What follows belongs to an exercise in optimizing a design on an open flow for small area; a production flow would make more cautious choices.
The RTL was checked by simulation tests, not by an equivalence proof against the original design.

==> config.mk <==
export PLATFORM = sky130hd
export DESIGN_NAME = main
export DESIGN_NICKNAME = main
export VERILOG_FILES = /design/flow/design.v
export SDC_FILE = /design/flow/constraint.sdc
export NUM_CORES = 4
export LEC_CHECK = 0
export ABC_AREA = 1
export CAP_MARGIN = 20
export CORE_MARGIN = 2
export CORE_UTILIZATION = 40
export SLEW_MARGIN = 20
==> constraint.sdc <==
create_clock -name core_clock -period 16.0 [get_ports {clk}]
set_input_delay 3.2000 -clock core_clock [delete_from_list [all_inputs] [get_ports {clk}]]
set_output_delay 3.2000 -clock core_clock [all_outputs]
set_load 0.01 [all_outputs]
==> design.v <==
module mux
(input [2:0] st, input r, input [8:0] X,
 output [2:0] nst, output ldx, flag,
 output [6:0] display0, display1, display2, display3);
comb_core core(.st(st), .r(r), .X(X), .nst(nst), .ldx(ldx), .flag(flag),
  .display0(display0), .display1(display1), .display2(display2), .display3(display3));
endmodule
module comb_core
(input [2:0] st, input r, input [8:0] X, output [2:0] nst, output ldx, flag, output [6:0] display0, display1, display2, display3);
wire n0;
wire n1;
wire n2;
wire n3;
wire n4;
wire n5;
wire n6;
wire n7;
wire n8;
wire n9;
wire n10;
wire n11;
wire n12;
wire n13;
wire n14;
wire n15;
wire n16;
wire n17;
wire n18;
wire n19;
wire n20;
wire n21;
wire n22;
wire n23;
wire n24;
wire n25;
wire n26;
wire n27;
wire n28;
wire n29;
wire n30;
wire n31;
wire n32;
wire n33;
wire n34;
wire n35;
wire n36;
wire n37;
wire n38;
wire n39;
wire n40;
wire n41;
wire n42;
wire n43;
wire n44;
wire n45;
wire n46;
wire n47;
wire n48;
wire n49;
wire n50;
wire n51;
wire n52;
wire n53;
wire n54;
wire n55;
wire n56;
wire n57;
wire n58;
wire n59;
wire n60;
wire n61;
wire n62;
wire n63;
wire n64;
wire n65;
wire n66;
wire n67;
wire n68;
wire n69;
wire n70;
wire n71;
wire n72;
wire n73;
wire n74;
wire n75;
wire n76;
wire n77;
wire n78;
wire n79;
wire n80;
wire n81;
wire n82;
wire n83;
wire n84;
wire n85;
wire n86;
wire n87;
wire n88;
wire n89;
wire n90;
wire n91;
wire n92;
wire n93;
wire n94;
wire n95;
wire n96;
wire n97;
wire n98;
wire n99;
wire n100;
wire n101;
wire n102;
wire n103;
wire n104;
wire n105;
wire n106;
wire n107;
wire n108;
wire n109;
wire n110;
wire n111;
wire n112;
wire n113;
wire n114;
wire n115;
wire n116;
wire n117;
wire n118;
wire n119;
wire n120;
wire n121;
wire n122;
wire n123;
wire n124;
wire n125;
wire n126;
wire n127;
wire n128;
wire n129;
wire n130;
wire n131;
wire n132;
wire n133;
wire n134;
wire n135;
wire n136;
wire n137;
wire n138;
wire n139;
wire n140;
wire n141;
wire n142;
wire n143;
wire n144;
wire n145;
wire n146;
wire n147;
wire n148;
wire n149;
wire n150;
wire n151;
wire n152;
wire n153;
wire n154;
wire n155;
wire n156;
wire n157;
wire n158;
wire n159;
wire n160;
wire n161;
wire n162;
wire n163;
wire n164;
wire n165;
wire n166;
wire n167;
wire n168;
wire n169;
wire n170;
wire n171;
wire n172;
wire n173;
wire n174;
wire n175;
wire n176;
wire n177;
wire n178;
wire n179;
wire n180;
wire n181;
wire n182;
wire n183;
wire n184;
wire n185;
wire n186;
wire n187;
wire n188;
wire n189;
wire n190;
wire n191;
wire n192;
wire n193;
wire n194;
wire n195;
wire n196;
wire n197;
wire n198;
wire n199;
wire n200;
wire n201;
wire n202;
wire n203;
wire n204;
wire n205;
wire n206;
wire n207;
wire n208;
wire n209;
wire n210;
wire n211;
wire n212;
wire n213;
wire n214;
wire n215;
wire n216;
wire n217;
wire n218;
wire n219;
wire n220;
wire n221;
wire n222;
wire n223;
wire n224;
wire n225;
wire n226;
wire n227;
wire n228;
wire n229;
wire n230;
wire n231;
wire n232;
wire n233;
wire n234;
wire n235;
wire n236;
wire n237;
wire n238;
wire n239;
wire n240;
wire n241;
wire n242;
wire n243;
wire n244;
wire n245;
wire n246;
wire n247;
wire n248;
wire n249;
wire n250;
wire n251;
wire n252;
wire n253;
wire n254;
wire n255;
wire n256;
wire n257;
wire n258;
wire n259;
wire n260;
wire n261;
wire n262;
wire n263;
wire n264;
wire n265;
wire n266;
wire n267;
wire n268;
wire n269;
wire n270;
wire n271;
wire n272;
wire n273;
wire n274;
wire n275;
wire n276;
wire n277;
wire n278;
wire n279;
wire n280;
wire n281;
wire n282;
wire n283;
wire n284;
wire n285;
wire n286;
wire n287;
wire n288;
wire n289;
wire n290;
wire n291;
wire n292;
wire n293;
wire n294;
wire n295;
wire n296;
wire n297;
wire n298;
wire n299;
wire n300;
wire n301;
wire n302;
wire n303;
wire n304;
wire n305;
wire n306;
wire n307;
wire n308;
wire n309;
wire n310;
wire n311;
wire n312;
wire n313;
wire n314;
wire n315;
wire n316;
wire n317;
wire n318;
wire n319;
wire n320;
wire n321;
wire n322;
wire n323;
wire n324;
wire n325;
wire n326;
wire n327;
wire n328;
wire n329;
wire n330;
wire n331;
wire n332;
assign n0 = st[0] & ~st[1];
assign n1 = ~st[0] & st[1];
assign nst[0] = ~(~n0 & ~n1);
assign n2 = ~st[1] & ~st[2];
assign n3 = st[1] & st[2];
assign n4 = ~n2 & ~n3;
assign n5 = ~st[0] & n4;
assign nst[1] = ~(~n2 & ~n5);
assign nst[2] = ~st[2] & ~n0;
assign n6 = st[2] & n1;
assign ldx = ~(~n0 & ~n6);
assign flag = ~(~r & ~n6);
assign n7 = st[0] & X[0];
assign n8 = n3 & n7;
assign n9 = ~st[0] & ~X[0];
assign n10 = ~n0 & ~n4;
assign n11 = ~st[0] & X[1];
assign n12 = n10 & ~n11;
assign n13 = ~n9 & ~n12;
assign n14 = ~st[0] & X[0];
assign n15 = ~X[1] & ~n14;
assign n16 = ~n13 & ~n15;
assign n17 = ~X[3] & X[4];
assign n18 = X[1] & X[6];
assign n19 = X[0] & X[5];
assign n20 = n18 & n19;
assign n21 = X[2] & X[4];
assign n22 = X[1] & X[5];
assign n23 = X[0] & X[6];
assign n24 = ~n22 & ~n23;
assign n25 = ~n20 & ~n24;
assign n26 = n21 & n25;
assign n27 = ~n20 & ~n26;
assign n28 = n17 & ~n27;
assign n29 = ~n17 & n27;
assign n30 = ~n28 & ~n29;
assign n31 = X[0] & X[7];
assign n32 = X[2] & X[5];
assign n33 = ~n18 & n32;
assign n34 = n18 & ~n32;
assign n35 = ~n33 & ~n34;
assign n36 = n31 & ~n35;
assign n37 = ~n31 & n35;
assign n38 = ~n36 & ~n37;
assign n39 = n30 & n38;
assign n40 = ~n28 & ~n39;
assign n41 = X[0] & X[8];
assign n42 = n40 & ~n41;
assign n43 = ~n40 & n41;
assign n44 = ~n42 & ~n43;
assign n45 = X[2] & X[6];
assign n46 = n36 & ~n45;
assign n47 = ~n22 & ~n36;
assign n48 = n45 & n47;
assign n49 = ~n46 & ~n48;
assign n50 = n44 & ~n49;
assign n51 = ~n44 & n49;
assign n52 = ~n50 & ~n51;
assign n53 = X[4] & ~X[5];
assign n54 = ~X[4] & X[5];
assign n55 = ~n53 & ~n54;
assign n56 = X[3] & ~n55;
assign n57 = n52 & n56;
assign n58 = ~n52 & ~n56;
assign n59 = ~n57 & ~n58;
assign n60 = X[1] & X[7];
assign n61 = ~n30 & ~n38;
assign n62 = ~n39 & ~n61;
assign n63 = ~n21 & ~n25;
assign n64 = ~n26 & ~n63;
assign n65 = X[2] & X[3];
assign n66 = n19 & n65;
assign n67 = ~n19 & ~n65;
assign n68 = X[1] & X[4];
assign n69 = ~n67 & n68;
assign n70 = ~n66 & ~n69;
assign n71 = ~n64 & n70;
assign n72 = n64 & ~n70;
assign n73 = n67 & ~n68;
assign n74 = X[2] & ~X[3];
assign n75 = ~X[1] & X[2];
assign n76 = ~X[3] & ~n68;
assign n77 = ~n75 & ~n76;
assign n78 = ~n21 & ~n77;
assign n79 = ~n74 & ~n78;
assign n80 = n19 & ~n79;
assign n81 = X[0] & X[2];
assign n82 = ~X[3] & ~n81;
assign n83 = ~n80 & ~n82;
assign n84 = ~n73 & n83;
assign n85 = ~n72 & ~n84;
assign n86 = ~n71 & ~n85;
assign n87 = n62 & n86;
assign n88 = ~n60 & n87;
assign n89 = n66 & n68;
assign n90 = ~n87 & ~n89;
assign n91 = n60 & n90;
assign n92 = ~n88 & ~n91;
assign n93 = ~n59 & n92;
assign n94 = n59 & ~n92;
assign n95 = ~n93 & ~n94;
assign n96 = n5 & n95;
assign n97 = n84 & ~n89;
assign n98 = ~n71 & ~n72;
assign n99 = n97 & n98;
assign n100 = ~n97 & ~n98;
assign n101 = ~n99 & ~n100;
assign n102 = ~st[0] & n101;
assign n103 = X[7] & n102;
assign n104 = X[5] & ~n79;
assign n105 = ~X[5] & n79;
assign n106 = ~n104 & ~n105;
assign n107 = n14 & ~n106;
assign n108 = X[3] & n68;
assign n109 = n77 & ~n108;
assign n110 = n9 & n109;
assign n111 = ~n107 & ~n110;
assign n112 = ~X[6] & n111;
assign n113 = X[6] & ~n111;
assign n114 = ~n112 & ~n113;
assign n115 = ~X[2] & ~X[3];
assign n116 = ~n65 & ~n115;
assign n117 = n11 & n116;
assign n118 = X[3] & n21;
assign n119 = ~X[4] & ~n65;
assign n120 = n14 & ~n119;
assign n121 = ~n118 & n120;
assign n122 = n117 & ~n121;
assign n123 = ~n117 & n121;
assign n124 = ~n122 & ~n123;
assign n125 = X[5] & ~n124;
assign n126 = ~X[0] & ~n75;
assign n127 = ~n115 & ~n126;
assign n128 = ~n65 & ~n127;
assign n129 = ~st[0] & ~n128;
assign n130 = ~X[2] & n11;
assign n131 = n129 & ~n130;
assign n132 = ~X[4] & n131;
assign n133 = n129 & ~n132;
assign n134 = ~X[5] & n124;
assign n135 = ~n125 & ~n134;
assign n136 = n133 & n135;
assign n137 = ~n125 & ~n136;
assign n138 = n114 & n137;
assign n139 = ~n112 & ~n138;
assign n140 = ~X[7] & ~n102;
assign n141 = ~n103 & ~n140;
assign n142 = n139 & n141;
assign n143 = ~n103 & ~n142;
assign n144 = ~n62 & ~n86;
assign n145 = ~X[7] & n89;
assign n146 = ~n90 & ~n145;
assign n147 = ~st[0] & ~n146;
assign n148 = ~n144 & n147;
assign n149 = X[8] & ~n148;
assign n150 = ~X[8] & n148;
assign n151 = ~n149 & ~n150;
assign n152 = n143 & n151;
assign n153 = ~n143 & ~n151;
assign n154 = ~n152 & ~n153;
assign n155 = n10 & n154;
assign n156 = ~n96 & ~n155;
assign n157 = ~n114 & ~n137;
assign n158 = ~n138 & ~n157;
assign n159 = n10 & ~n158;
assign n160 = n4 & n102;
assign n161 = ~n159 & ~n160;
assign n162 = ~n156 & n161;
assign n163 = ~n10 & n148;
assign n164 = ~n139 & ~n141;
assign n165 = n10 & ~n164;
assign n166 = ~n142 & n165;
assign n167 = ~n163 & ~n166;
assign n168 = n162 & n167;
assign n169 = ~n10 & ~n111;
assign n170 = ~n133 & ~n135;
assign n171 = n10 & ~n170;
assign n172 = ~n136 & n171;
assign n173 = ~n169 & ~n172;
assign n174 = ~n168 & ~n173;
assign n175 = ~n162 & ~n167;
assign n176 = n173 & ~n175;
assign n177 = ~n174 & ~n176;
assign n178 = n156 & ~n161;
assign n179 = n177 & ~n178;
assign n180 = ~n173 & n175;
assign n181 = ~n176 & ~n180;
assign n182 = ~n168 & ~n181;
assign n183 = ~n10 & n124;
assign n184 = X[4] & ~n131;
assign n185 = n10 & ~n184;
assign n186 = ~n132 & n185;
assign n187 = ~n183 & ~n186;
assign n188 = n182 & ~n187;
assign n189 = ~n179 & ~n188;
assign n190 = ~n162 & ~n178;
assign n191 = ~n177 & ~n190;
assign n192 = ~n187 & n191;
assign n193 = n187 & ~n191;
assign n194 = ~n192 & ~n193;
assign n195 = ~n189 & ~n194;
assign n196 = ~n182 & ~n192;
assign n197 = ~X[0] & ~X[2];
assign n198 = ~n4 & ~n197;
assign n199 = X[1] & n198;
assign n200 = ~n81 & ~n199;
assign n201 = ~st[0] & ~n200;
assign n202 = X[3] & n10;
assign n203 = n5 & n127;
assign n204 = ~n202 & ~n203;
assign n205 = ~n201 & ~n204;
assign n206 = ~X[3] & n201;
assign n207 = ~n205 & ~n206;
assign n208 = n196 & n207;
assign n209 = ~n195 & ~n208;
assign n210 = ~n179 & n194;
assign n211 = n207 & ~n210;
assign n212 = ~n209 & ~n211;
assign n213 = ~n195 & n208;
assign n214 = ~n210 & ~n213;
assign n215 = ~n212 & ~n214;
assign n216 = ~n196 & ~n207;
assign n217 = n209 & ~n216;
assign n218 = ~n10 & ~n14;
assign n219 = X[2] & ~n11;
assign n220 = ~n130 & ~n219;
assign n221 = ~n218 & ~n220;
assign n222 = n217 & ~n221;
assign n223 = ~n215 & n222;
assign n224 = ~n16 & ~n221;
assign n225 = n16 & n221;
assign n226 = n214 & ~n225;
assign n227 = ~n224 & ~n226;
assign n228 = ~n212 & ~n227;
assign n229 = ~n217 & ~n228;
assign n230 = ~n223 & ~n229;
assign n231 = ~n16 & ~n230;
assign n232 = n16 & n230;
assign n233 = ~n231 & ~n232;
assign n234 = ~n8 & n233;
assign n235 = ~n16 & n212;
assign n236 = n16 & ~n212;
assign n237 = ~n217 & ~n236;
assign n238 = ~n214 & ~n237;
assign n239 = ~n235 & ~n238;
assign n240 = ~n221 & ~n239;
assign n241 = ~n215 & ~n222;
assign n242 = ~n231 & ~n241;
assign n243 = ~n221 & ~n242;
assign n244 = n239 & ~n243;
assign n245 = ~n240 & ~n244;
assign n246 = ~n234 & n245;
assign n247 = ~n238 & n242;
assign n248 = ~n215 & n221;
assign n249 = n237 & n248;
assign n250 = ~n247 & ~n249;
assign n251 = ~n246 & n250;
assign n252 = ~n8 & ~n251;
assign n253 = n8 & ~n245;
assign n254 = n250 & n253;
assign n255 = ~n252 & ~n254;
assign n256 = ~st[0] & ~n218;
assign n257 = ~n2 & n256;
assign n258 = ~n245 & n257;
assign n259 = ~n233 & n255;
assign n260 = ~n258 & ~n259;
assign n261 = n258 & n259;
assign display0[3] = ~n260 & ~n261;
assign display0[0] = n255 & display0[3];
assign n262 = n233 & ~n252;
assign n263 = ~n8 & n245;
assign n264 = ~n262 & ~n263;
assign display0[1] = ~display0[3] & n264;
assign n265 = n255 & ~n258;
assign display0[5] = ~n264 & ~n265;
assign display0[2] = ~n257 & display0[5];
assign display0[4] = ~(~n257 & ~n259);
assign n266 = ~n253 & ~display0[1];
assign n267 = ~n259 & ~n263;
assign display0[6] = n266 & n267;
assign n268 = ~n188 & n191;
assign n269 = ~n179 & ~n268;
assign n270 = n196 & ~n212;
assign n271 = ~n195 & ~n270;
assign n272 = ~n167 & ~n179;
assign n273 = n156 & n272;
assign n274 = ~n168 & ~n273;
assign n275 = n271 & ~n274;
assign n276 = ~n271 & n274;
assign n277 = ~n275 & ~n276;
assign n278 = n269 & ~n277;
assign n279 = ~n156 & ~n168;
assign n280 = n269 & n279;
assign n281 = ~n175 & n280;
assign n282 = n274 & ~n281;
assign n283 = n278 & ~n282;
assign n284 = n241 & n283;
assign n285 = n277 & ~n281;
assign n286 = ~n269 & ~n279;
assign n287 = ~n280 & ~n286;
assign n288 = ~n275 & ~n287;
assign n289 = ~n241 & n288;
assign n290 = ~n283 & n289;
assign n291 = ~n285 & ~n290;
assign n292 = ~n284 & n291;
assign n293 = n230 & n292;
assign n294 = ~n230 & ~n292;
assign n295 = ~n293 & ~n294;
assign n296 = n285 & n289;
assign n297 = ~n284 & ~n296;
assign n298 = n230 & ~n297;
assign n299 = n295 & ~n298;
assign n300 = ~n251 & ~n299;
assign n301 = n241 & ~n288;
assign n302 = ~n283 & ~n289;
assign n303 = ~n301 & n302;
assign n304 = ~n293 & n297;
assign n305 = ~n303 & n304;
assign n306 = ~n298 & ~n305;
assign n307 = ~n300 & ~n306;
assign n308 = n251 & n299;
assign display1[1] = n307 & ~n308;
assign n309 = ~n294 & n305;
assign display1[4] = ~(n251 & ~n309);
assign n310 = ~display1[1] & display1[4];
assign display1[0] = n299 & n310;
assign n311 = n297 & ~n305;
assign n312 = n230 & n303;
assign n313 = n291 & n312;
assign n314 = ~n308 & ~n313;
assign display1[5] = n311 & n314;
assign display1[2] = n251 & display1[5];
assign n315 = ~n295 & ~n305;
assign display1[3] = n310 & ~n315;
assign display1[6] = ~n307 & ~n315;
assign n316 = n288 & ~n296;
assign n317 = ~n283 & ~n316;
assign n318 = n279 & ~n281;
assign n319 = ~n317 & ~n318;
assign n320 = n291 & ~n312;
assign n321 = n297 & ~n320;
assign n322 = ~n319 & n321;
assign n323 = n319 & ~n321;
assign n324 = ~n322 & ~n323;
assign n325 = n278 & ~n281;
assign n326 = ~n282 & ~n325;
assign n327 = ~n324 & n326;
assign display2[4] = ~(n321 & ~n327);
assign n328 = n279 & n317;
assign n329 = ~n326 & ~n328;
assign n330 = ~n319 & n329;
assign n331 = ~n327 & ~n330;
assign display2[3] = display2[4] & ~n331;
assign display2[0] = ~n319 & display2[3];
assign display2[1] = n324 & n326;
assign display2[5] = ~n322 & n329;
assign display2[2] = n321 & display2[5];
assign n332 = n323 & n326;
assign display2[6] = ~(~n330 & ~n332);
assign display3[0] = ~n317 & n318;
assign display3[1] = 1'b0;
assign display3[2] = 1'b0;
assign display3[6] = 1'b1;
assign display3[3] = display3[0];
assign display3[4] = display3[0];
assign display3[5] = display3[0];
endmodule
module bo
(input clock, ldx,
 input [8:0] X,
 output reg [8:0] regX);
always @(posedge clock)
	if (ldx)
		regX <= X;
endmodule
module bc
(input clock, start,
 input [2:0] nst,
 output reg [2:0] state,
 output reg r);
always @(posedge clock) begin
	r <= !start;
	if (r)
		state <= 3'd5;
	else
		state <= nst;
end
endmodule
module main
(input clk,
input start,
input[9:0] x,
output flag,
output [6:0] hex0, hex1, hex2, hex3);
wire [2:0] state, nst;
wire r, ldx;
wire [8:0] regX;
bc comandBlock(.clock(clk), .start(start), .nst(nst), .state(state), .r(r));
bo operatorBlock(.clock(clk), .ldx(ldx), .X(x[8:0]), .regX(regX));
mux comb(.st(state), .r(r), .X(regX), .nst(nst), .ldx(ldx), .flag(flag),
         .display0(hex0), .display1(hex1), .display2(hex2), .display3(hex3));
endmodule
==> flow/run.sh <==
#!/bin/bash
# Standard layout with these changes:
#  - synthesis is the standard one except that ABC maps for area with amap
#    (flow/map.abc) and Yosys's full-adder extraction is skipped;
#  - then every combinational cell is set to its smallest drive strength
#    (the flow's own repair steps size up whatever needs it);
#  - the port buffers are buf_1;
#  - clock tree synthesis uses clkbuf_4 and adds no dummy loads.
# Each step's output goes to its own log file here.
set -euo pipefail
R=orfs/results/$FLOW_PLATFORM/main/base
bash flow/mksynth.sh . flow/map.abc synth_recipe.tcl > mksynth.log 2>&1
bash standard.sh SYNTH_SCRIPT=$PWD/my_synth_recipe.tcl ADDER_MAP_FILE= synth > synth.log 2>&1
cp $R/1_2_yosys.v 1_2_yosys.amap.v
python3 flow/downsize.py $FLOW_HOME/platforms/$FLOW_PLATFORM/lib/sky130_fd_sc_hd__tt_025C_1v80.lib \
    1_2_yosys.amap.v $R/1_2_yosys.v > downsize.log 2>&1
bash standard.sh 'BUFFER_PORTS_ARGS=-buffer_cell sky130_fd_sc_hd__buf_1' \
    'CTS_ARGS=-sink_clustering_enable -repair_clock_nets -buf_list sky130_fd_sc_hd__clkbuf_4 -root_buf sky130_fd_sc_hd__clkbuf_4 -dont_use_dummy_load -sink_clustering_size 20 -sink_clustering_max_diameter 500' \
    finish > layout.log 2>&1
==> flow/downsize.py <==
# Rewrites a mapped netlist with each combinational cell X_N replaced by the
# smallest-area drive strength of X that has the same pins. Flip-flops keep
# their cell (their drive strength may change, but is left as is here).
import re, sys
lib, src, dst = sys.argv[1:4]
t = open(lib).read()
cells = {}
for m in re.finditer(r'\n\s*cell\s*\(\s*"?(\w+)"?\s*\)\s*\{', t):
    name = m.group(1)
    body = t[m.end():m.end() + 20000]
    nxt = re.search(r'\n\s*cell\s*\(', body)
    if nxt: body = body[:nxt.start()]
    area = float(re.search(r'area\s*:\s*([\d.]+)', body).group(1))
    pins = tuple(sorted(re.findall(r'\n\s*pin\s*\(\s*"?(\w+)"?\s*\)', body)))
    seq = bool(re.search(r'\bff\s*\(|\blatch\s*\(|statetable', body))
    cells[name] = (area, pins, seq)
dont = set()
def family(n):
    m = re.match(r'(sky130_fd_sc_hd__\w+?)_(\d+)$', n)
    return m.group(1) if m else None
best = {}
for n, (a, p, s) in cells.items():
    f = family(n)
    if f is None or s or 'lpflow' in n or 'probe' in n: continue
    k = (f, p)
    if k not in best or a < cells[best[k]][0]:
        best[k] = n
v = open(src).read()
count = {}
out = []
for line in v.split('\n'):
    m = re.match(r'^(\s*)(sky130_fd_sc_hd__\w+)(\s.*)$', line)
    if m:
        n = m.group(2)
        if n in cells and not cells[n][2]:
            f = family(n)
            if f and not f.endswith('conb'):
                b = best.get((f, cells[n][1]), n)
                if b != n:
                    count[(n, b)] = count.get((n, b), 0) + 1
                    line = m.group(1) + b + m.group(3)
    out.append(line)
open(dst, 'w').write('\n'.join(out))
for (a, b), c in sorted(count.items()):
    print(a, '->', b, c)
==> flow/map.abc <==
strash
dc2
dch -f
amap
topo
==> flow/mksynth.sh <==
#!/bin/bash
# mksynth.sh DIR ABC_SCRIPT FLOW_SYNTH_TCL: writes DIR/my_synth.tcl (ORFS's synth.tcl
# with the ABC mapping script replaced) and DIR/my_synth_recipe.tcl (the standard flow's
# synthesis script, sourcing my_synth.tcl instead of ORFS's synth.tcl).
set -euo pipefail
D=$(cd "$1" && pwd); A=$(cd "$(dirname "$2")" && pwd)/$(basename "$2")
sed "s#^\(\s*\)log_cmd abc {\*}\$abc_args#\1log_cmd abc {*}[lreplace \$abc_args 1 1 $A]#" \
    $FLOW_HOME/scripts/synth.tcl > $D/my_synth.tcl
grep -q "lreplace" $D/my_synth.tcl
sed "s#^source \$::env(SCRIPTS_DIR)/synth.tcl#source $D/my_synth.tcl#" "$3" > $D/my_synth_recipe.tcl
grep -q "my_synth.tcl" $D/my_synth_recipe.tcl
==> standard.sh <==
#!/bin/bash
# synth_recipe.tcl (not shown) runs the flow's synth.tcl, then flattens the netlist and writes it again
# the make line also repeats each setting of config.mk as NAME=value (left out here)
make -C /OpenROAD-flow-scripts/flow DESIGN_CONFIG=/design/flow/config.mk WORK_HOME=/design/flow/orfs CLKGATE_MAP_FILE= SYNTH_SCRIPT=/design/flow/synth_recipe.tcl "${@:-finish}"
==> flow_metrics.py <==
metrics = {
    "worst_setup_path": {
        "crit_fanout": 6,
        "reg2reg_from": "comandBlock.state[0]",
        "critPathMostFrequentCell": "nor2_1",
        "startpoint": "operatorBlock.regX[0]",
        "crit_type": "reg -> out",
        "reg2reg_depth": 2,
        "reg2reg_to": "operatorBlock.regX[5]",
        "cpPeakStageDelay_ns": 0.47,
        "endpoint": "hex0[6]",
        "end_kind": "primary output",
        "crit_required_ns": 12.80,
        "crit_arrival_ns": 7.44,
        "reg2reg_setup_slack_ns": 14.10,
        "worstSetupStartpointType": "flop",
        "cp_slowest_cell": "edfxtp_1",
    },
    "timing": {
        "slew_violations": 0,
        "finClkSkew_ns": 0.00325,
        "fmax_ghz": 0.0940,
        "tns_ns": 0,
        "setup_viol": 0,
        "finalHoldViolCount": 0,
        "slew-limit-headroom": 0.472,
        "min_period_ns": 10.64,
        "worstMarginPinSlew_ns": 0.792,
        "period_share": 0.665,
        "grt_setup_unrepaired": "no",
    },
    "clock_network": {
        "clkSlewWorstSetupHoldPaths_ns": 0.07,
        "cts_setup_buffers": 0,
        "clock_latency_ns": 0.26,
        "hold_buffers": 0,
        "cts_tree": "yes",
        "numCtsBuffers": 3,
        "clock_sinks": 13,
        "cts.htree.levels": 1,
        "cts_resized": 0,
        "cts_root_buf": "clkbuf_4",
        "clock_path_buffers": 2,
    },
    "placed_design": {
        "port_buffers": 36,
        "routabilityCongestion": 0.854,
        "hpwl_um": 3250,
    },
    "synthesis": {
        "postSynthCellCount": 292,
        "netlist_area_mm2": 0.00165,
        "synth.avg_cell_area_um2": 5.66,
        "yosys_warnings": 2,
    },
    "floorplan": {
        "start_util": 0.414,
        "die_h_um": 68.3,
        "die_x_um": 68.3,
        "rows": 23,
        "top_level_ports": 41,
        "dieArea_mm2": 0.00467,
        "core_mm2": 0.00400,
    },
    "layout": {
        "nFillCells": 443,
        "drive_gt1_frac": 0.00920,
        "antenna_cells": 0,
        "final_nets": 340,
        "area_growth_pct": 12.2,
    },
    "grt": {
        "grt_pass1_wl_um": 6470,
        "antenna_found_initial": 0,
        "grt_pass1_vias": 1552,
        "grt_usage": 0.177,
        "grt_overflow": 0,
        "grt_max_degree": 11,
    },
    "drt": {
        "route.antenna.remaining_nets": 0,
        "wl_um": 3920,
        "drt_iter0_drc": 96,
        "drc": 0,
        "drtPass1Iterations": 4,
        "wl_per_cell_um": 10.4,
        "vias": 1978,
        "vias_per_cell": 5.26,
    },
    "outcome": {
        "status": "finished clean",
    },
    "hold_path": {
        "holdCritPathClass": "reg -> reg",
    },
    "run": {
        "cap_violations": 0,
    },
}
==> worst min path at each step <==
stage / start / to / slack [ns] / depth (start not counted)
6_report: comandBlock.r / comandBlock.state[1] / 0.45 / 1
5_1_grt: comandBlock.r / comandBlock.state[1] / 0.47 / 1
4_1_cts: comandBlock.r / comandBlock.state[1] / 0.46 / 1
3_5_place_dp: comandBlock.r / comandBlock.state[1] / 0.44 / 1
3_3_place_gp: comandBlock.r / comandBlock.state[1] / 0.43 / 1
2_1_floorplan: comandBlock.r / comandBlock.state[1] / 0.42 / 1
==> flip-flops by register name, summed over array words and instances (netlist names) <==
name                cells
comandBlock.state       3
comandBlock.r           1
operatorBlock.regX      9
==> through the flow <==
step / cell area [um2] / util / instances / setup slack, ns / hold slack (ns)
4_1_cts: 1860 / 0.464 / 376 / 5.39 / 0.456
6_report: 1860 / 0.464 / 376 / 5.36 / 0.449
5_1_grt: 1860 / 0.464 / 376 / 4.25 / 0.472
2_1_floorplan: 1660 / - / 293 / 6.72 / 0.417
3_3_place_gp: 1830 / 0.458 / 373 / 5.88 / 0.431
3_5_place_dp: 1830 / 0.458 / 373 / 5.72 / 0.443
==> routing by layer <==
metal	vias to the layer above	track usage	share of wire
met5	-	0	0
met4	0	0.0475	0.0079
met3	4	0.0132	0.046
met2	48	0.289	0.43
met1	839	0.251	0.52
li1	1087	-	-
==> critical path, delay by kind of cell, from the launching register on <==
family / cells / cell delay, ns
and+or+nand+nor: 19 / 2.95
AOI/OAI and AO/OA: 18 / 3.09
buffers and inverters: 4 / 0.68
DFF: 1 / 0.47
==> cell type report <==
cell class | instances | area [um2] | share of cell area
clock buffers | 3 | 22.5 | 0.0121
flip-flops and latches | 13 | 350 | 0.189
multi-input cells | 247 | 1180 | 0.638
repair buffers | 36 | 135 | 0.0728
inverters | 27 | 101 | 0.0546
well taps | 50 | 62.6 | 0.0337
==> cells in the final DEF (no fill, tap or decap) <==
cell type / n
nor2_1: 85
o21ai_0: 43
buf_1: 36
a21oi_1: 35
clkinv_1: 27
nand2_1: 26
nor3_1: 11
edfxtp_1: 9
o22ai_1: 8
nor2b_1: 6
o211ai_1: 4
dfxtp_1: 4
o21a_1: 3
or2_0: 3
nand2b_1: 3
o31ai_1: 3
conb_1: 3
clkbuf_4: 3
a31oi_1: 2
and2_0: 2
a22oi_1: 1
o221ai_1: 1
a32oi_1: 1
a222oi_1: 1
a221oi_1: 1
o21bai_1: 1
a31o_1: 1
a211oi_1: 1
a22o_1: 1
a211o_1: 1

==> separate check: timing with driven ports <==
Ports are ideal in the flow. The routed layout listed here was re-timed in OpenROAD.
Step 1 (the two cells are an assumption about what drives the block):
set clk [get_ports {clk}]
set_driving_cell -lib_cell sky130_fd_sc_hd__clkbuf_16 $clk
set_driving_cell -lib_cell sky130_fd_sc_hd__buf_2 [delete_from_list [all_inputs] $clk]
Step 2 moves the port delays by t, midway between the first and last clock arrival at a register: inputs arrive t later, outputs are due t later. That takes back most of the time a late clock gives input paths.
Slacks: ideal / step 1 / step 2; pairs: ideal / step 1.
shift t [ns]: 0.277
slack for setup (ns): 5.356 / 5.338 / 5.615
hold slack, ns: 0.449 / 0.449 / 0.449
latest minus earliest clock arrival (ns): 0.003 / 0.003
worst register clock-pin slew, ns: 0.07 / 0.07
After both steps setup and hold are still met in this run. For this run, drivers alone change the setup slack by -0.018 ns; drivers and shift together by +0.259 ns.
